From an optimization exercise on the open Yosys and OpenROAD flow, aimed at small area, a short achievable clock period and few clock cycles; shortcuts taken in it are not production practice. The RTL was checked by simulation tests, not by an equivalence proof against the original design.

## flow/design.v (module list and top-level ports; edited modules follow where they fit)
// module BoothMul64x18: 1770 lines
// module MulFA: 4 lines
// module MulHA: 4 lines
// module RegisterFile: 19 lines
// module RdBit32: 15 lines
// module RfAoi222: 3 lines
// module RfAoi22: 3 lines
// module RfNand4: 3 lines
// module RfNand3: 3 lines
// module RfOr3: 3 lines
// module XmmRegisterFile: 19 lines
// module Riscv: 555 lines
module Riscv(
  input clk,
  input reset,
  input [31:0] instr,
  input [31:0] mem_read_data,
  output [31:0] instr_addr,
  output [31:0] data_addr,
  output should_read_mem,
  output should_write_mem,
  output [31:0] mem_write_data
);
  // ...
==> flow/flow/run.sh <==
#!/bin/bash
set -euo pipefail
export SETUP_SLACK_MARGIN=47.0
bash standard.sh > standard.log 2>&1
==> flow/standard.sh <==
#!/bin/bash
# synth_recipe.tcl (not shown) runs the flow's synth.tcl, then flattens the netlist and writes it again
# the make line also repeats each setting of config.mk as NAME=value (left out here)
make -C /OpenROAD-flow-scripts/flow DESIGN_CONFIG=/design/flow/config.mk WORK_HOME=/design/flow/orfs CLKGATE_MAP_FILE= SYNTH_SCRIPT=/design/flow/synth_recipe.tcl "${@:-finish}"
==> flow/config.mk <==
export PLATFORM = sky130hd
export DESIGN_NAME = Riscv
export DESIGN_NICKNAME = Riscv
export VERILOG_FILES = /design/flow/design.v
export SDC_FILE = /design/flow/constraint.sdc
export NUM_CORES = 8
export LEC_CHECK = 0
export CAP_MARGIN = 30
export CORE_MARGIN = 2
export CORE_UTILIZATION = 30
export CTS_CLUSTER_DIAMETER = 100
export CTS_CLUSTER_SIZE = 20
export PLACE_DENSITY = 0.6
export SLEW_MARGIN = 30
export SYNTH_HIERARCHICAL = 1
export SYNTH_MINIMUM_KEEP_SIZE = 0
==> flow/constraint.sdc <==
create_clock -name core_clock -period 60.0 [get_ports {clk}]
set_input_delay 12.0000 -clock core_clock [delete_from_list [all_inputs] [get_ports {clk}]]
set_output_delay 12.0000 -clock core_clock [all_outputs]
set_load 0.01 [all_outputs]
==> out/qor.yml, run 1 <==
synthesis:
  synth.area.mux_share: 0.02784
  synth_common_cells: "3,430 x edfxtp_1, 1,943 x a222oi_1, 1,178 x nor2_1, 1,107 x nand2_1, 1,077 x a21oi_1"
  synth_top_family_by_area: "compound AO/OA/AOI/OAI gates"
  synth_simple_gate_area_share: 0.09996
  syn_inst: 18940
  post-synth-top-count-cell: "edfxtp_1"
clock_tree:
  cts.sinks: 3856
  cts-root-buf: "clkbuf_16"
  cts_tree: "built"
grt:
  grt_overflow_total: 0
  antenna_found_initial: 181
routing:
  dr_wl_met3_um: 170900
critical_path:
  crit_slowest_cell: "dfxtp_2"
  crit_buf_inv: 2
  cp.arrival_ps: 1550
  crit_family: "flip-flops"
placed_design:
  io_buffers: 161
  hpwlAfterDp_um: 835000
sta:
  setup_viol: 0
  hold_violations: 0
run_status:
  status: "no timing/DRC/antenna violations"
worst_hold_path:
  hold_start: "m_cvt$_DFF_PP0_"
  min_to: "w_cvt$_DFF_PP0_"
die:
  num_rows: 316
layout:
  top_register: "fq"
  n_all_buffers: 1348
flow_run:
  drv_cap: 0
Testbench counts, summed over its fixed seeds: cycles 104,016.
==> module Riscv, before the edit <==
module Riscv(
  input clk,
  input reset,
  input [31:0] instr,
  input [31:0] mem_read_data,
  output [31:0] instr_addr,
  output [31:0] data_addr,
  output should_read_mem,
  output should_write_mem,
  output [31:0] mem_write_data
);
  localparam [63:0] NAN  = 64'h8000000000000000;
  localparam [63:0] PINF = 64'h7fffffffffffffff;
  localparam [63:0] NINF = 64'h8000000000000001;
  reg [31:0] pc;                  
  reg [31:0] pc_n;                
  reg [31:0] ir;                  
  reg [31:0] xpc;                 
  reg        xv;                  
  reg        xhit0, xhit1;        
  reg [11:0] bt_tag0, bt_tag1;
  reg [11:0] bt_tgt0, bt_tgt1;
  reg        bt_v0, bt_v1;
  reg        bt_lru;              
  reg [31:0] sel1, sel2;          
  reg i_load, i_flw, i_opimm, i_auipc, i_store, i_fsw, i_op, i_lui, i_br, i_jalr, i_jal;
  reg f_add, f_sub, f_mul, f_div, f_sgn, f_mm, f_cmp, f_cvtws, f_cvtsw, f_mvxw, f_mvwx;
  reg use_x1, use_x2, use_f1, use_f2, wr_x, wr_f, is_mul, alu_sub;
  reg        m_wi, m_wx;          
  reg        m_late;              
  reg        m_ld;                
  reg        m_cvt;               
  reg [4:0]  m_rd;
  reg [63:0] m_res;
  reg [31:0] m_addr;
  reg [31:0] m_wdata;
  reg        m_rd_mem, m_wr_mem;
  reg        m_fmt;               
  reg        m_mes;               
  reg        m_afmt;              
  reg        m_ainf, m_asame, m_asign;
  reg        w_wi, w_wx, w_cvt;
  reg [4:0]  w_rd;
  reg [63:0] w_data;
  reg [32*32-1:0] xq;
  reg [31:0]      xvalid;
  reg [32*64-1:0] fq;
  reg [31:0]      fvalid;
  reg [1:0]  mul_ph;
  reg [64:0] mul_pl;
  reg        d_pa, d_pc;          
  reg        d_busy, d_done;
  reg [5:0]  d_cnt;
  reg [62:0] d_r;                 
  reg [62:0] d_b;                 
  reg [63:0] d_nq;                
  reg        d_neg;
  assign instr_addr       = ~pc_n;
  assign data_addr        = m_addr;
  assign mem_write_data   = m_wdata;
  assign should_read_mem  = m_rd_mem;
  assign should_write_mem = m_wr_mem;
  function [64:0] add64;
    input [63:0] x, y;
    input c;
    reg [63:0] g, p, gg, pp;
    reg [64:0] cy;
    integer i, d;
    begin
      g = x & y;
      p = x ^ y;
      gg = g;
      pp = p;
      gg[0] = g[0] | (p[0] & c);
      for (d = 1; d < 64; d = d * 2)
        for (i = 2*d - 1; i < 64; i = i + 2*d) begin
          gg[i] = gg[i] | (pp[i] & gg[i-d]);
          pp[i] = pp[i] & pp[i-d];
        end
      for (d = 16; d >= 1; d = d / 2)
        for (i = 3*d - 1; i < 64; i = i + 2*d) begin
          gg[i] = gg[i] | (pp[i] & gg[i-d]);
          pp[i] = pp[i] & pp[i-d];
        end
      cy[0] = c;
      for (i = 0; i < 64; i = i + 1)
        cy[i+1] = gg[i];
      add64 = {cy[64], p ^ cy[63:0]};
    end
  endfunction
  function [6:0] lzc64;
    input [63:0] v;
    reg [63:0] zr, zn;
    reg [6*64-1:0] cr, cn;
    integer l, g;
    begin
      zr = ~v;
      cr = 0;
      for (l = 0; l < 6; l = l + 1) begin
        zn = 0;
        cn = 0;
        for (g = 0; g < (32 >> l); g = g + 1) begin
          zn[g] = zr[2*g+1] & zr[2*g];
          cn[6*g +: 6] = zr[2*g+1] ? (cr[6*(2*g) +: 6] | (6'd1 << l)) : cr[6*(2*g+1) +: 6];
        end
        zr = zn;
        cr = cn;
      end
      lzc64 = {zr[0], cr[5:0]};
    end
  endfunction
  wire [4:0] n_op = instr[6:2];
  wire [4:0] n_f5 = instr[31:27];
  wire [4:0] n_rd = instr[11:7];
  wire n_load  = n_op == 5'h00;
  wire n_flw   = n_op == 5'h01;
  wire n_opimm = n_op == 5'h04;
  wire n_auipc = n_op == 5'h05;
  wire n_store = n_op == 5'h08;
  wire n_fsw   = n_op == 5'h09;
  wire n_op_   = n_op == 5'h0c;
  wire n_lui   = n_op == 5'h0d;
  wire n_fp    = n_op == 5'h14;
  wire n_br    = n_op == 5'h18;
  wire n_jalr  = n_op == 5'h19;
  wire n_jal   = n_op == 5'h1b;
  wire n_fadd  = n_fp & (n_f5 == 5'h00);
  wire n_fsub  = n_fp & (n_f5 == 5'h01);
  wire n_fmul  = n_fp & (n_f5 == 5'h02);
  wire n_fdiv  = n_fp & (n_f5 == 5'h03);
  wire n_fsgn  = n_fp & (n_f5 == 5'h04);
  wire n_fmm   = n_fp & (n_f5 == 5'h05);
  wire n_fcmp  = n_fp & (n_f5 == 5'h14);
  wire n_cvtws = n_fp & (n_f5 == 5'h18);
  wire n_cvtsw = n_fp & (n_f5 == 5'h1a);
  wire n_mvxw  = n_fp & (n_f5 == 5'h1c);
  wire n_mvwx  = n_fp & (n_f5 == 5'h1e);
  wire n_fbin  = n_fadd | n_fsub | n_fmul | n_fdiv | n_fsgn | n_fmm | n_fcmp;
  wire [2:0] f3  = ir[14:12];
  wire [4:0] rd  = ir[11:7];
  wire [4:0] rs1 = ir[19:15];
  wire [4:0] rs2 = ir[24:20];
  wire m1 = m_rd == rs1;
  wire m2 = m_rd == rs2;
  wire w1 = w_rd == rs1;
  wire w2 = w_rd == rs2;
  wire haz = (m_late & m_wi & ((use_x1 & m1) | (use_x2 & m2)))
           | (m_late & m_wx & ((use_f1 & m1) | (use_f2 & m2)))
           | (w_cvt & ((use_f1 & w1) | (use_f2 & w2)));
  wire [31:0] rf_x1, rf_x2;
  wire [63:0] rf_f1, rf_f2;
  RegisterFile xrf(.q(xq), .s1(sel1 & xvalid), .s2(sel2 & xvalid), .rd1(rf_x1), .rd2(rf_x2));
  XmmRegisterFile frf(.q(fq), .s1(sel1 & fvalid), .s2(sel2 & fvalid), .rd1(rf_f1), .rd2(rf_f2));
  wire        m_aovf = m_ainf | (m_asame & (m_asign != m_res[63]));
  wire        m_sat  = (m_afmt & m_aovf) | (m_fmt & (m_res[63] != m_mes));
  wire        m_satp = m_afmt ? m_res[63] : m_mes;
  wire [63:0] m_val  = m_sat ? (m_satp ? PINF : NINF) : m_res;
  wire [31:0] x1 = (m_wi & m1) ? m_val[31:0] : (w_wi & w1) ? w_data[31:0] : rf_x1;
  wire [31:0] x2 = (m_wi & m2) ? m_val[31:0] : (w_wi & w2) ? w_data[31:0] : rf_x2;
  wire [63:0] a  = (m_wx & m1) ? m_val : (w_wx & w1) ? w_data : rf_f1;
  wire [63:0] b  = (m_wx & m2) ? m_val : (w_wx & w2) ? w_data : rf_f2;
  wire [31:0] imm_i = {{20{ir[31]}}, ir[31:20]};
  wire [31:0] imm_s = {{20{ir[31]}}, ir[31:25], ir[11:7]};
  wire [31:0] imm_b = {{20{ir[31]}}, ir[7], ir[30:25], ir[11:8], 1'b0};
  wire [31:0] imm_j = {{12{ir[31]}}, ir[19:12], ir[20], ir[30:21], 1'b0};
  wire [31:0] imm_u = {ir[31:12], 12'b0};
  wire [31:0] bop = (i_op | i_br) ? x2 : (i_store | i_fsw) ? imm_s : imm_i;
  wire [64:0] alu_sx  = add64({32'b0, x1}, {32'b0, bop ^ {32{alu_sub}}}, alu_sub);
  wire [31:0] alu_sum = alu_sx[31:0];
  wire        alu_ltu = !alu_sx[32];
  wire        alu_eq  = alu_sum == 32'b0;
  wire        alu_lt  = (x1[31] ^ bop[31]) ? x1[31] : alu_sum[31];
  wire        sh_left = f3 == 3'b001;
  wire        sh_fill = ir[30] & x1[31] & !sh_left;
  wire [31:0] sh_in, sh_out, sh_rev;
  genvar gi;
  generate
    for (gi = 0; gi < 32; gi = gi + 1) begin : rv
      assign sh_in[gi]  = sh_left ? x1[31 - gi] : x1[gi];
      assign sh_rev[gi] = sh_out[31 - gi];
    end
  endgenerate
  wire [63:0] sh_x = {{32{sh_fill}}, sh_in} >> bop[4:0];
  assign sh_out = sh_x[31:0];
  wire [63:0] mul_p;
  wire [80:0] mul_t;
  reg [31:0] alu_res;
  always @* begin
    case (f3)
      3'b000: alu_res = !is_mul ? alu_sum :                   
                        (mul_ph == 2'd0) ? mul_t[47:16] : mul_t[31:0];
      3'b001: alu_res = sh_rev;
      3'b010: alu_res = {31'b0, alu_lt};
      3'b011: alu_res = {31'b0, alu_ltu};
      3'b100: alu_res = x1 ^ bop;
      3'b101: alu_res = sh_out;
      3'b110: alu_res = x1 | bop;
      default: alu_res = x1 & bop;
    endcase
  end
  wire [64:0] tgt_sx  = add64({32'b0, xpc}, {32'b0, i_br ? imm_b : i_jal ? imm_j : imm_u}, 1'b0);
  wire [31:0] tgt_sum = tgt_sx[31:0];
  reg br_taken;
  always @* begin
    case (f3)
      3'b000: br_taken = alu_eq;
      3'b001: br_taken = !alu_eq;
      3'b100: br_taken = alu_lt;
      3'b101: br_taken = !alu_lt;
      3'b110: br_taken = alu_ltu;
      3'b111: br_taken = !alu_ltu;
      default: br_taken = 1'b0;
    endcase
  end
  wire a_sign = a[63];
  wire b_sign = b[63];
  wire a_zero = a[62:0] == 63'b0;
  wire b_zero = b[62:0] == 63'b0;
  wire a_nan  = a_sign & a_zero;
  wire b_nan  = b_sign & b_zero;
  wire a_inf  = (a == PINF) | (a == NINF);    
  wire b_inf  = (b == PINF) | (b == NINF);
  wire        sgn_flip = f3[1] ? b_sign : (a_sign ^ b_sign);
  wire        add_sub = f_sub | f_cmp | f_mm | (f_sgn & sgn_flip) | (f_div & (!d_done | d_neg));
  wire [63:0] add_a   = (f_div | f_sgn) ? 64'b0 : a;
  wire [63:0] add_b   = ((f_div & d_done) ? d_nq : ((f_div & d_pa) | f_sgn) ? a : b) ^ {64{add_sub}};
  wire [64:0] add_sx  = add64(add_a, add_b, add_sub);
  wire [63:0] add_sum = add_sx[63:0];
  wire add_bs  = f_sub ? (b_zero ? b_sign : !b_sign) : b_sign;
  wire add_nan = a_nan | b_nan | (a_inf & b_inf);
  wire [63:0] add_res = add_nan ? NAN : add_sum;       
  wire [63:0] mul_a = is_mul ? {16'b0, x1, 16'b0} : a;
  reg  [17:0] mul_b;
  always @* begin
    case (mul_ph)
      2'd0:    mul_b = {2'b00, is_mul ? x2[15:0] : b[15:0]};
      2'd1:    mul_b = {2'b00, is_mul ? x2[31:16] : b[31:16]};
      2'd2:    mul_b = {2'b00, b[47:32]};
      default: mul_b = {b[63], b[63], b[63:48]};
    endcase
  end
  BoothMul64x18 mul(.a(mul_a), .bm(mul_b), .acc(mul_ph == 2'd0 ? 65'b0 : mul_pl), .t(mul_t));
  assign mul_p = mul_t[63:0];
  wire mul_es  = (a_sign ^ b_sign) & !a_zero & !b_zero;
  wire mul_special = a_zero | b_zero | a_inf | b_inf;
  wire [63:0] mul_spec_res = (a_nan | b_nan | (a_inf & b_inf)) ? NAN :
                             (a_inf | b_inf) ? (mul_es ? PINF : NINF) : 64'b0;
  wire [63:0] sgn_res = (f3[1:0] == 2'b11) ? 64'b0 : add_sum;
  wire f_lt = (a_sign ^ b_sign) ? a_sign : add_sum[63];
  wire f_eq = add_sum == 64'b0;
  reg f_cmpr;
  always @* begin
    case (f3[1:0])
      2'b00: f_cmpr = f_lt | f_eq;
      2'b01: f_cmpr = f_lt;
      2'b10: f_cmpr = f_eq;
      default: f_cmpr = 1'b0;
    endcase
  end
  wire [63:0] mm_res = (f_lt ^ f3[0]) ? a : b;
  wire [62:0] div_au = a_sign ? add_sum[62:0] : a[62:0];
  wire [62:0] div_bu = b_sign ? add_sum[62:0] : b[62:0];
  wire div_special = a_nan | b_nan | a_zero | b_zero | a_inf | b_inf;
  wire [63:0] div_spec_res = (a_nan | b_nan | b_zero | (a_inf & b_inf)) ? NAN : a_inf ? a : 64'b0;
  wire [63:0] div_res = div_special ? div_spec_res : add_sum;
  wire cs_sign = !ir[20] & x1[31];
  wire cs_ovf  = cs_sign ? !((x1[31:15] == 17'h1ffff) & (x1[14:0] != 15'b0)) : (x1[31:15] != 17'b0);
  wire [63:0] cvtsw_res = cs_ovf ? (cs_sign ? NINF : PINF) : {x1[15:0], 48'b0};
  wire a_pinf = a == PINF;
  wire a_ninf = a == NINF;
  wire [31:0] cvt_u32 = (a_nan | a_pinf) ? 32'b0 : a_ninf ? 32'h7fffffff :
                        a_sign ? 32'b0 : {16'b0, a[63:48]};
  wire [31:0] cvt_i32 = a_nan ? 32'b0 : a_pinf ? 32'h80000000 : a_ninf ? 32'h7fffffff :
                        {{16{a_sign}}, a[63:48]};
  wire [63:0] fp_in = i_fsw ? b : a;
  wire        fp_sign = fp_in[63];
  wire        fp_pinf = fp_in == PINF;
  wire        fp_ninf = fp_in == NINF;
  wire [63:0] fp_u = fp_sign ? -fp_in : fp_in;
  wire [62:0] fn0 = fp_u[62:0];
  wire [6:0]  fp_lzc = lzc64({fn0, 1'b1});
  wire [5:0]  fz = fp_lzc[5:0];
  wire [62:0] fn1 = fz[5] ? {fn0[30:0], 32'b0} : fn0;
  wire [62:0] fn2 = fz[4] ? {fn1[46:0], 16'b0} : fn1;
  wire [62:0] fn3 = fz[3] ? {fn2[54:0], 8'b0} : fn2;
  wire [62:0] fn4 = fz[2] ? {fn3[58:0], 4'b0} : fn3;
  wire [62:0] fn5 = fz[1] ? {fn4[60:0], 2'b0} : fn4;
  wire [62:0] fn6 = fz[0] ? {fn5[61:0], 1'b0} : fn5;
  wire [7:0] fp_exp = (fn0 != 63'b0) ? 8'd141 - {2'b0, fz} : 8'd0;
  wire [31:0] fp32 = (fp_in == NAN)                    ? 32'h7fc00000 :
                     (i_fsw ? fp_pinf : fp_ninf)       ? 32'h7f800000 :
                     (i_fsw ? fp_ninf : fp_pinf)       ? 32'hff800000 :
                                                         {fp_sign, fp_exp, fn6[61:39]};
  wire [63:0] fpu_res = (f_add | f_sub) ? add_res :
                        f_mul           ? (mul_special ? mul_spec_res : mul_p) :   
                        f_div           ? div_res :
                        f_sgn           ? sgn_res :
                        f_mm            ? mm_res :
                                          cvtsw_res;
  wire [31:0] fpu_ires = f_cmp   ? {31'b0, f_cmpr} :
                         f_cvtws ? (ir[20] ? cvt_i32 : cvt_u32) :
                                   fp32;
  wire div_wait = f_div & !div_special & !d_done;
  wire mul_wait = (f_mul & !mul_special & (mul_ph != 2'd3)) | (is_mul & (mul_ph != 2'd1) & (x2[31:16] != 16'b0));
  wire stall    = xv & (haz | div_wait | mul_wait);
  wire commit   = xv & !stall;
  wire d_idle   = !d_pa & !d_pc & !d_busy & !d_done;
  wire launch   = xv & f_div & !div_special & !haz & d_idle;
  wire x_taken  = i_jal | i_jalr | (i_br & br_taken);
  wire [31:0] target = i_jalr ? alu_sum : tgt_sum;
  wire [31:0] xpc4 = xpc + 32'd4;
  wire xpred    = xhit0 | xhit1;
  wire mispred  = xpred ? (!x_taken | (target != pc)) : x_taken;
  wire redirect = commit & mispred;
  wire [31:0] next_pc = x_taken ? target : xpc4;
  wire f_hit0 = bt_v0 & (bt_tag0 == pc[13:2]);
  wire f_hit1 = bt_v1 & (bt_tag1 == pc[13:2]) & !f_hit0;
  wire [31:0] ires = (i_opimm | i_op) ? alu_res :
                     i_auipc          ? tgt_sum :
                     i_lui            ? imm_u :
                     (i_jal | i_jalr) ? xpc4 :
                     f_mvwx           ? x1 :
                                        fpu_ires;
  wire [63:0] xres = wr_f & !f_mvwx ? fpu_res : {32'b0, ires};
  always @(posedge clk or posedge reset) begin
    if (reset)
      xv <= 1'b0;
    else if (!stall)
      xv <= !redirect;
  end
  wire [31:0] pc_next = redirect ? next_pc : f_hit0 ? {pc[31:14], bt_tgt0, 2'b00} :
                        f_hit1 ? {pc[31:14], bt_tgt1, 2'b00} : pc + 32'd4;
  always @(posedge clk) begin
    if (reset) begin
      pc   <= 32'b0;
      pc_n <= 32'hffffffff;
    end else if (!stall) begin
      pc   <= pc_next;
      pc_n <= ~pc_next;
    end
  end
  always @(posedge clk) begin
    if (!stall) begin
      xhit0 <= f_hit0;
      xhit1 <= f_hit1;
    end
  end
  always @(posedge clk or posedge reset) begin
    if (reset) begin
      bt_v0  <= 1'b0;
      bt_v1  <= 1'b0;
      bt_lru <= 1'b0;
    end else if (commit & (i_br | i_jal | i_jalr | xpred)) begin
      if (x_taken) begin
        if (xhit0 | (!xhit1 & !bt_lru)) begin
          bt_v0  <= 1'b1;
          bt_lru <= 1'b1;
        end else begin
          bt_v1  <= 1'b1;
          bt_lru <= 1'b0;
        end
      end else begin
        if (xhit0) bt_v0 <= 1'b0;
        if (xhit1) bt_v1 <= 1'b0;
      end
    end
  end
  always @(posedge clk) begin
    if (commit & (i_br | i_jal | i_jalr | xpred) & x_taken) begin
      if (xhit0 | (!xhit1 & !bt_lru)) begin
        bt_tag0 <= xpc[13:2];
        bt_tgt0 <= target[13:2];
      end else begin
        bt_tag1 <= xpc[13:2];
        bt_tgt1 <= target[13:2];
      end
    end
  end
  integer k;
  always @(posedge clk) begin
    if (!stall) begin
      ir  <= instr;
      xpc <= pc;
      for (k = 0; k < 32; k = k + 1) begin
        sel1[k] <= instr[19:15] == k;
        sel2[k] <= instr[24:20] == k;
      end
      i_load  <= n_load;
      i_flw   <= n_flw;
      i_opimm <= n_opimm;
      i_auipc <= n_auipc;
      i_store <= n_store;
      i_fsw   <= n_fsw;
      i_op    <= n_op_;
      i_lui   <= n_lui;
      i_br    <= n_br;
      i_jalr  <= n_jalr;
      i_jal   <= n_jal;
      f_add   <= n_fadd;
      f_sub   <= n_fsub;
      f_mul   <= n_fmul;
      f_div   <= n_fdiv;
      f_sgn   <= n_fsgn;
      f_mm    <= n_fmm;
      f_cmp   <= n_fcmp;
      f_cvtws <= n_cvtws;
      f_cvtsw <= n_cvtsw;
      f_mvxw  <= n_mvxw;
      f_mvwx  <= n_mvwx;
      use_x1  <= n_load | n_flw | n_store | n_fsw | n_opimm | n_op_ | n_br | n_jalr | n_cvtsw | n_mvwx;
      use_x2  <= n_store | n_op_ | n_br;
      use_f1  <= n_fbin | n_cvtws | n_mvxw;
      use_f2  <= n_fbin | n_fsw;
      wr_x    <= (n_load | n_opimm | n_auipc | n_op_ | n_lui | n_jal | n_jalr | n_fcmp | n_cvtws | n_mvxw) & (n_rd != 5'd0);
      wr_f    <= n_flw | n_fadd | n_fsub | n_fmul | n_fdiv | n_fsgn | n_fmm | n_cvtsw | n_mvwx;
      is_mul  <= n_op_ & (instr[14:12] == 3'b000) & instr[25];
      alu_sub <= n_br | ((n_op_ | n_opimm) & (instr[14:13] == 2'b01))
               | (n_op_ & (instr[14:12] == 3'b000) & instr[30] & !instr[25]);
    end
  end
  always @(posedge clk or posedge reset) begin
    if (reset) begin
      m_wi <= 1'b0; m_wx <= 1'b0; m_late <= 1'b0; m_ld <= 1'b0; m_cvt <= 1'b0;
      m_fmt <= 1'b0; m_afmt <= 1'b0;
    end else begin
      m_wi     <= commit & wr_x;
      m_wx     <= commit & wr_f;
      m_late   <= commit & (i_load | i_flw | f_mvwx);
      m_ld     <= commit & (i_load | i_flw);
      m_cvt    <= commit & (i_flw | f_mvwx);
      m_fmt    <= commit & f_mul & !mul_special;
      m_afmt   <= commit & (f_add | f_sub) & !add_nan;
    end
  end
  always @(posedge clk) begin
    m_rd_mem <= commit & (i_load | i_flw);
    m_wr_mem <= commit & (i_store | i_fsw);
    m_rd    <= rd;
    m_res   <= xres;
    m_addr  <= alu_sum;
    m_wdata <= i_fsw ? fp32 : x2;
    m_mes   <= mul_es;
    m_ainf  <= a_inf | b_inf;
    m_asame <= a_sign == add_bs;
    m_asign <= a_sign;
  end
  always @(posedge clk or posedge reset) begin
    if (reset) begin
      w_wi <= 1'b0; w_wx <= 1'b0; w_cvt <= 1'b0;
    end else begin
      w_wi  <= m_wi;
      w_wx  <= m_wx;
      w_cvt <= m_cvt;
    end
  end
  always @(posedge clk) begin
    w_rd   <= m_rd;
    w_data <= m_ld ? {32'b0, mem_read_data} : m_val;
  end
  wire        wc_sign = w_data[31];
  wire [7:0]  wc_exp  = w_data[30:23];
  wire [22:0] wc_man  = w_data[22:0];
  wire        wc_nan  = (wc_exp == 8'd255) & (wc_man != 23'b0);
  wire        wc_inf  = wc_exp >= 8'd142;
  wire        wc_zero = wc_exp < 8'd79;         
  wire [7:0]  wc_sh   = 8'd142 - wc_exp;        
  wire [63:0] wc_abs  = {1'b1, wc_man, 40'b0} >> wc_sh[5:0];
  wire [63:0] wc_val  = wc_sign ? -wc_abs : wc_abs;
  wire [63:0] w_conv  = wc_nan  ? NAN :
                        wc_inf  ? (wc_sign ? NINF : PINF) :
                        wc_zero ? 64'b0 :
                                  wc_val;
  wire [63:0] w_fdata = w_cvt ? w_conv : w_data;
  always @(posedge clk) begin
    for (k = 1; k < 32; k = k + 1)
      if (w_wi && w_rd == k) xq[k*32 +: 32] <= w_data[31:0];
    for (k = 0; k < 32; k = k + 1)
      if (w_wx && w_rd == k) fq[k*64 +: 64] <= w_fdata;
  end
  always @(posedge clk or posedge reset) begin
    if (reset) begin
      xvalid <= 32'b0;
      fvalid <= 32'b0;
    end else begin
      for (k = 1; k < 32; k = k + 1)
        if (w_wi && w_rd == k) xvalid[k] <= 1'b1;
      for (k = 0; k < 32; k = k + 1)
        if (w_wx && w_rd == k) fvalid[k] <= 1'b1;
    end
  end
  always @(posedge clk or posedge reset) begin
    if (reset)
      mul_ph <= 2'd0;
    else if (xv & !haz & mul_wait)
      mul_ph <= mul_ph + 2'd1;
    else if (commit)
      mul_ph <= 2'd0;
  end
  always @(posedge clk)
    mul_pl <= mul_t[80:16];
  wire       d_zin = d_cnt < 6'd24;           
  wire       d_n1  = d_nq[63] & !d_zin;
  wire       d_n2  = d_nq[62] & !d_zin;
  wire [63:0] d_t1 = d_pc ? {1'b0, d_r} : {d_r, d_n1};
  wire [64:0] d_s1 = add64(d_t1, {1'b1, ~d_b}, 1'b1);
  wire        d_g1 = d_s1[64];
  wire [62:0] d_r1 = d_g1 ? d_s1[62:0] : d_t1[62:0];
  wire [63:0] d_t2 = {d_r1, d_n2};
  wire [64:0] d_s2 = add64(d_t2, {1'b1, ~d_b}, 1'b1);
  wire        d_g2 = d_s2[64];
  wire [62:0] d_r2 = d_g2 ? d_s2[62:0] : d_t2[62:0];
  always @(posedge clk or posedge reset) begin
    if (reset) begin
      d_pa   <= 1'b0;
      d_pc   <= 1'b0;
      d_busy <= 1'b0;
      d_done <= 1'b0;
      d_cnt  <= 6'd0;
    end else if (launch) begin
      d_pa <= 1'b1;
    end else if (d_pa) begin
      d_pa <= 1'b0;
      d_pc <= 1'b1;
    end else if (d_pc) begin
      d_pc   <= 1'b0;
      d_busy <= 1'b1;
      d_cnt  <= d_g1 ? 6'd55 : 6'd31;
    end else if (d_busy) begin
      d_cnt <= d_cnt - 6'd1;
      if (d_cnt == 6'd0) begin
        d_busy <= 1'b0;
        d_done <= 1'b1;
      end
    end else if (commit) begin
      d_done <= 1'b0;
    end
  end
  always @(posedge clk) begin
    if (launch) begin
      d_b   <= div_bu;
      d_neg <= a_sign ^ b_sign;
    end else if (d_pa) begin
      d_r   <= {16'b0, div_au[62:16]};
      d_nq  <= {div_au[15:0], 48'b0};
    end else if (d_pc) begin
      if (d_g1) begin                         
        d_r  <= 63'b0;
        d_nq <= {1'b0, d_r[46:0], d_nq[63:48]};
      end
    end else if (d_busy) begin
      d_r  <= d_r2;
      d_nq <= {d_nq[61:0], d_g1, d_g2};
    end
  end
endmodule
==> run 2, diff against run 1 <==
--- a/flow/design.v
+++ b/flow/design.v
@@ -1863,5 +1863,4 @@
   localparam [63:0] NINF = 64'h8000000000000001;
   reg [31:0] pc;                  
-  reg [31:0] pc_n;                
   reg [31:0] ir;                  
   reg [31:0] xpc;                 
@@ -1896,5 +1895,6 @@
   reg [32*64-1:0] fq;
   reg [31:0]      fvalid;
-  reg [1:0]  mul_ph;
+  reg        mul_st;              
+  reg [1:0]  mul_ph;              
   reg [64:0] mul_pl;
   reg        d_pa, d_pc;          
@@ -1905,5 +1905,5 @@
   reg [63:0] d_nq;                
   reg        d_neg;
-  assign instr_addr       = ~pc_n;
+  assign instr_addr       = pc;
   assign data_addr        = m_addr;
   assign mem_write_data   = m_wdata;
@@ -2034,9 +2034,10 @@
   wire [63:0] mul_p;
   wire [80:0] mul_t;
+  wire [1:0]  mul_phx;             
   reg [31:0] alu_res;
   always @* begin
     case (f3)
       3'b000: alu_res = !is_mul ? alu_sum :                   
-                        (mul_ph == 2'd0) ? mul_t[47:16] : mul_t[31:0];
+                        (mul_phx == 2'd0) ? mul_t[47:16] : mul_t[31:0];
       3'b001: alu_res = sh_rev;
       3'b010: alu_res = {31'b0, alu_lt};
@@ -2079,15 +2080,20 @@
   wire add_nan = a_nan | b_nan | (a_inf & b_inf);
   wire [63:0] add_res = add_nan ? NAN : add_sum;       
+  wire [15:0] mb0 = is_mul ? x2[15:0] : b[15:0];
+  wire [15:0] mb1 = is_mul ? x2[31:16] : b[31:16];
+  wire [1:0]  mul_f0 = (mb0 != 16'b0) ? 2'd0 : (is_mul | (mb1 != 16'b0)) ? 2'd1 :
+                       (b[47:32] != 16'b0) ? 2'd2 : 2'd3;
+  assign mul_phx = mul_st ? mul_ph : mul_f0;
   wire [63:0] mul_a = is_mul ? {16'b0, x1, 16'b0} : a;
   reg  [17:0] mul_b;
   always @* begin
-    case (mul_ph)
-      2'd0:    mul_b = {2'b00, is_mul ? x2[15:0] : b[15:0]};
-      2'd1:    mul_b = {2'b00, is_mul ? x2[31:16] : b[31:16]};
+    case (mul_phx)
+      2'd0:    mul_b = {2'b00, mb0};
+      2'd1:    mul_b = {2'b00, mb1};
       2'd2:    mul_b = {2'b00, b[47:32]};
       default: mul_b = {b[63], b[63], b[63:48]};
     endcase
   end
-  BoothMul64x18 mul(.a(mul_a), .bm(mul_b), .acc(mul_ph == 2'd0 ? 65'b0 : mul_pl), .t(mul_t));
+  BoothMul64x18 mul(.a(mul_a), .bm(mul_b), .acc(mul_st ? mul_pl : 65'b0), .t(mul_t));
   assign mul_p = mul_t[63:0];
   wire mul_es  = (a_sign ^ b_sign) & !a_zero & !b_zero;
@@ -2151,5 +2157,6 @@
                                    fp32;
   wire div_wait = f_div & !div_special & !d_done;
-  wire mul_wait = (f_mul & !mul_special & (mul_ph != 2'd3)) | (is_mul & (mul_ph != 2'd1) & (x2[31:16] != 16'b0));
+  wire mul_last = f_mul ? (mul_phx == 2'd3) : (mul_phx == 2'd1) | (x2[31:16] == 16'b0);
+  wire mul_wait = ((f_mul & !mul_special) | is_mul) & !mul_last;
   wire stall    = xv & (haz | div_wait | mul_wait);
   wire commit   = xv & !stall;
@@ -2178,14 +2185,10 @@
       xv <= !redirect;
   end
-  wire [31:0] pc_next = redirect ? next_pc : f_hit0 ? {pc[31:14], bt_tgt0, 2'b00} :
-                        f_hit1 ? {pc[31:14], bt_tgt1, 2'b00} : pc + 32'd4;
   always @(posedge clk) begin
-    if (reset) begin
-      pc   <= 32'b0;
-      pc_n <= 32'hffffffff;
-    end else if (!stall) begin
-      pc   <= pc_next;
-      pc_n <= ~pc_next;
-    end
+    if (reset)
+      pc <= 32'b0;
+    else if (!stall)
+      pc <= redirect ? next_pc : f_hit0 ? {pc[31:14], bt_tgt0, 2'b00} :
+            f_hit1 ? {pc[31:14], bt_tgt1, 2'b00} : pc + 32'd4;
   end
   always @(posedge clk) begin
@@ -2339,10 +2342,12 @@
   end
   always @(posedge clk or posedge reset) begin
-    if (reset)
-      mul_ph <= 2'd0;
-    else if (xv & !haz & mul_wait)
-      mul_ph <= mul_ph + 2'd1;
-    else if (commit)
+    if (reset) begin
+      mul_st <= 1'b0;
       mul_ph <= 2'd0;
+    end else if (xv & !haz & mul_wait) begin
+      mul_st <= 1'b1;
+      mul_ph <= mul_phx + 2'd1;
+    end else if (commit)
+      mul_st <= 1'b0;
   end
   always @(posedge clk)
==> flow/flow/run.sh (replaced) <==
#!/bin/bash
set -euo pipefail
export SETUP_SLACK_MARGIN=46.8
bash standard.sh > standard.log 2>&1
--- a/flow/config.mk
+++ b/flow/config.mk
@@ -6,11 +6,11 @@
 export NUM_CORES = 8
 export LEC_CHECK = 0
-export CAP_MARGIN = 30
+export CAP_MARGIN = 20
 export CORE_MARGIN = 2
 export CORE_UTILIZATION = 30
 export CTS_CLUSTER_DIAMETER = 100
 export CTS_CLUSTER_SIZE = 20
-export PLACE_DENSITY = 0.6
-export SLEW_MARGIN = 30
+export PLACE_DENSITY = 0.45
+export SLEW_MARGIN = 20
 export SYNTH_HIERARCHICAL = 1
 export SYNTH_MINIMUM_KEEP_SIZE = 0
==> out/qor.yml, run 2 <==
critical_path:
  cp_max_fo: 2
  crit_type: "reg2out"
  cp.arrival_ps: 1680  # +130 ps
  crit_path_end_kind: "primary output"
  crit_required_ps: 48000
  startpoint_type: "flop"
synthesis:
  syn_area_per_cell_um2: 11.67
  seq_area_frac_synth: 0.5000
  synthDominantCellAreaShare: 0.4625
  synth_area_leader_cell: "edfxtp_1"
  synth-seq-cells: 3825
  post-synth-top-count-cell: "edfxtp_1"
  synth_common_cells: "3,430 x edfxtp_1, 1,929 x a222oi_1, 1,380 x nor2_1, 1,073 x nand2_1, 1,035 x a21oi_1"
  async_reset_ff_frac: 0.02353
  synth_cell_types: 130
  yosys_warnings: 71
  syn-cell-area_um2: 222700
  synth_edf_count: 3430
  syn_inst: 19080  # +0.74%
  synth_area_leaders: "edfxtp_1 46%, a222oi_1 8.7%, fa_1 5.6%"
  ys.flop_type: "edfxtp_1"
clock_tree:
  cts_tree: "built"
  cts_buffers: 243
  clk_latency_ps: 1150
  cts-root-buf: "clkbuf_16"
  htreeDepth: 4
  cts.sinks: 3825  # -0.80%
  clk_pin_slew_worst_paths_ps: 80
  clk_path_buf_depth: 4
sta:
  period_needed_ps: 13680
  fin_tns_setup_ps: 0
  rsz0062_at_grt: "true"
  whs_ps: 354.7
  timing.slew.headroom: 0.1000
  setup_slack_ps: 46320
  fmax_ghz: 0.07311
  worstMarginPinSlew_ps: 1350
  hold_violations: 0  # unchanged
  finClkSkew_ps: 156.5
  drv_slew: 0
  period_share: 0.2280
  setup_viol: 0  # unchanged
layout:
  area_growth_pct: 16.23
  top_register: "fq"
  nets: 21120
  fill_cells: 73500
  fin_cells: 30090
  reg_top3: "fq: 2048 flops, xq: 992 flops, mul_pl: 65 flops"
  mostFrequentLayoutCell: "edfxtp_1"
  drive_above_1_share: 0.1653
  largest_register_ffs: 2048
  final_cell_mix: "3,430 x edfxtp_1, 1,929 x a222oi_1, 1,270 x nor2_1"
placed_design:
  placedCellCount: 29240
  hpwlAfterDp_um: 940200  # +13%
  pre_cts_slack_ps: 42080
  globalplace.congestion: 1.041
  io_buffers: 161  # unchanged
routing:
  viasPerCell: 6.756
  wire_per_inst_um: 45.71
  antenna_left: 0
  vias: 203300
  drcViolationCount: 0
  drt-initial-drc-count: 42210
  drtPass1Iterations: 12
  routed_wl_um: 1376000
die:
  num_rows: 316  # unchanged
  coreArea_um2: 740200
  die_w_um: 865.6
  die_area_um2: 749200
  initial_core_util: 0.3009
  die_y_um: 865.6
  ios: 164
grt:
  antenna_found_initial: 216  # +19%
  grt_max_degree: 128
  grt_util_all_layers: 0.3494
  grt_pass1_wl_um: 1785000
  grt_overflow_total: 0  # unchanged
  grt_pass1_vias: 187800
worst_hold_path:
  worstHoldPathType: "reg2reg"
run_status:
  status: "no timing/DRC/antenna violations"
flow_run:
  drv_cap: 0  # unchanged
-- run 2: per-layer routing --
metal,vias up,GRT usage,share of wire,wire length (µm)
met5,-,0.001588,0.00045,613
met4,72,0.1946,0.067,92780
met3,3075,0.1114,0.13,182300
met2,15940,0.4855,0.40,551200
met1,105100,0.4784,0.40,548700
li1,79060,-,-,-
-- run 2: kinds of logic (layout without fill, tap and decap cells) --
| kind of cell | Yosys count | count (layout) | share of synthesized area |
|---|---|---|---|
| adder cells (fa/ha/maj) | 1115 | 1115 | 0.08373 |
| buffers and inverters | 1595 | 2443 | 0.02817 |
| other | 1 | 299 | 0.00001684 |
| multiplexers | 648 | 648 | 0.03150 |
| flip-flops | 3825 | 3825 | 0.5000 |
| AND/OR/NAND/NOR | 4711 | 4718 | 0.1031 |
| AO/OA/AOI/OAI | 6115 | 6115 | 0.2112 |
| XOR/XNOR | 1072 | 1072 | 0.04223 |
-- run 2: critical path: stages (launching register included) --
cell and delay [ps]:
dfxtp_2 350, buf_8 140, buf_6 110
-- run 2: modules after synthesis, one instance, submodules excluded, a selection --
module	times used	flip-flops and latches	cells	area, µm²
RfAoi22	192	0	1	12.51
RfNand3	192	0	1	5.005
Riscv	1	3825	13250	169500
RfNand4	384	0	1	6.256
MulHA	69	0	1	12.51
BoothMul64x18	1	0	2379	16100
-- run 2: stage by stage --
| stage | area [µm²] | utilization |
|---|---|---|
| after floorplan | 223200 | - |
| after global placement | 243700 | 0.3293 |
| after detailed placement | 243800 | 0.3294 |
| after CTS | 255700 | 0.3455 |
| after global routing | 258600 | 0.3493 |
| final | 258800 | 0.3497 |
-- run 2: worst paths after layout --
path / cells past startpoint / slack (ps) / to / start
setup / recovery: 2 / 46320 / instr_addr[12] / pc[12]$_SDFFE_PP0N_
hold / removal: 0 / 350 / w_cvt$_DFF_PP0_ / m_cvt$_DFF_PP0_
setup reg to reg: 53 / 46530 / m_res[26]$_DFF_P_ / sel2[18]$_DFFE_PN_
hold reg to reg: 0 / 350 / w_cvt$_DFF_PP0_ / m_cvt$_DFF_PP0_
max in group asynchronous: 3 / 47100 / fvalid[26]$_DFFE_PP0P_ / reset
min in group asynchronous: 2 / 11530 / m_ld$_DFF_PP0_ / reset
-- run 2: cell type report --
cell class / instances / area (µm²) / area share
Antenna cell: 171 / 427.9 / 0.001653
Inverter: 497 / 1913 / 0.007391
Clock inverter: 67 / 973.4 / 0.003761
Sequential cell: 3825 / 111600 / 0.4311
Tap cell: 9858 / 12330 / 0.04765
Clock buffer: 303 / 6341 / 0.02450
Timing Repair Buffer: 1576 / 14850 / 0.05739
Multi-Input combinational cell: 13800 / 110400 / 0.4265
-- run 2: timing repair --
item,in CTS,in global routing
cloned,26,12
buffers inserted,164,107
pin swaps,139,163
hold buffers,0,0
resized for setup,1101,323
endpoints found under the setup margin,305,244
Testbench counts of run 2, summed over its fixed seeds: cycles 103,144.

## separate check: timing with driven ports
In the flow no input, the clock included, has a driving cell. The finished layouts below were timed again as built, in two steps. Step 1 assumes that a clkbuf_16 drives the clock port and a buf_2 every other input. Step 2 times the ports against the registers' clock, not the clock port: input delays grow and output delays shrink by t, the midpoint of the rising clock arrivals with the driver on. Slacks: ideal / step 1 / step 2; pairs: ideal / step 1.
run | shift t [ns] | slack for setup (ns) | latest minus earliest clock arrival (ns)
run 1 | 1.188 | 46.447 / 46.316 / 45.892 | 0.149 / 0.149
run 2 | 1.215 | 46.321 / 46.174 / 45.987 | 0.157 / 0.156
After both steps setup and hold are still met in every run listed. The setup slack of run 1, which loses most, moves by -0.131 ns with the drivers and by -0.555 ns with both steps.
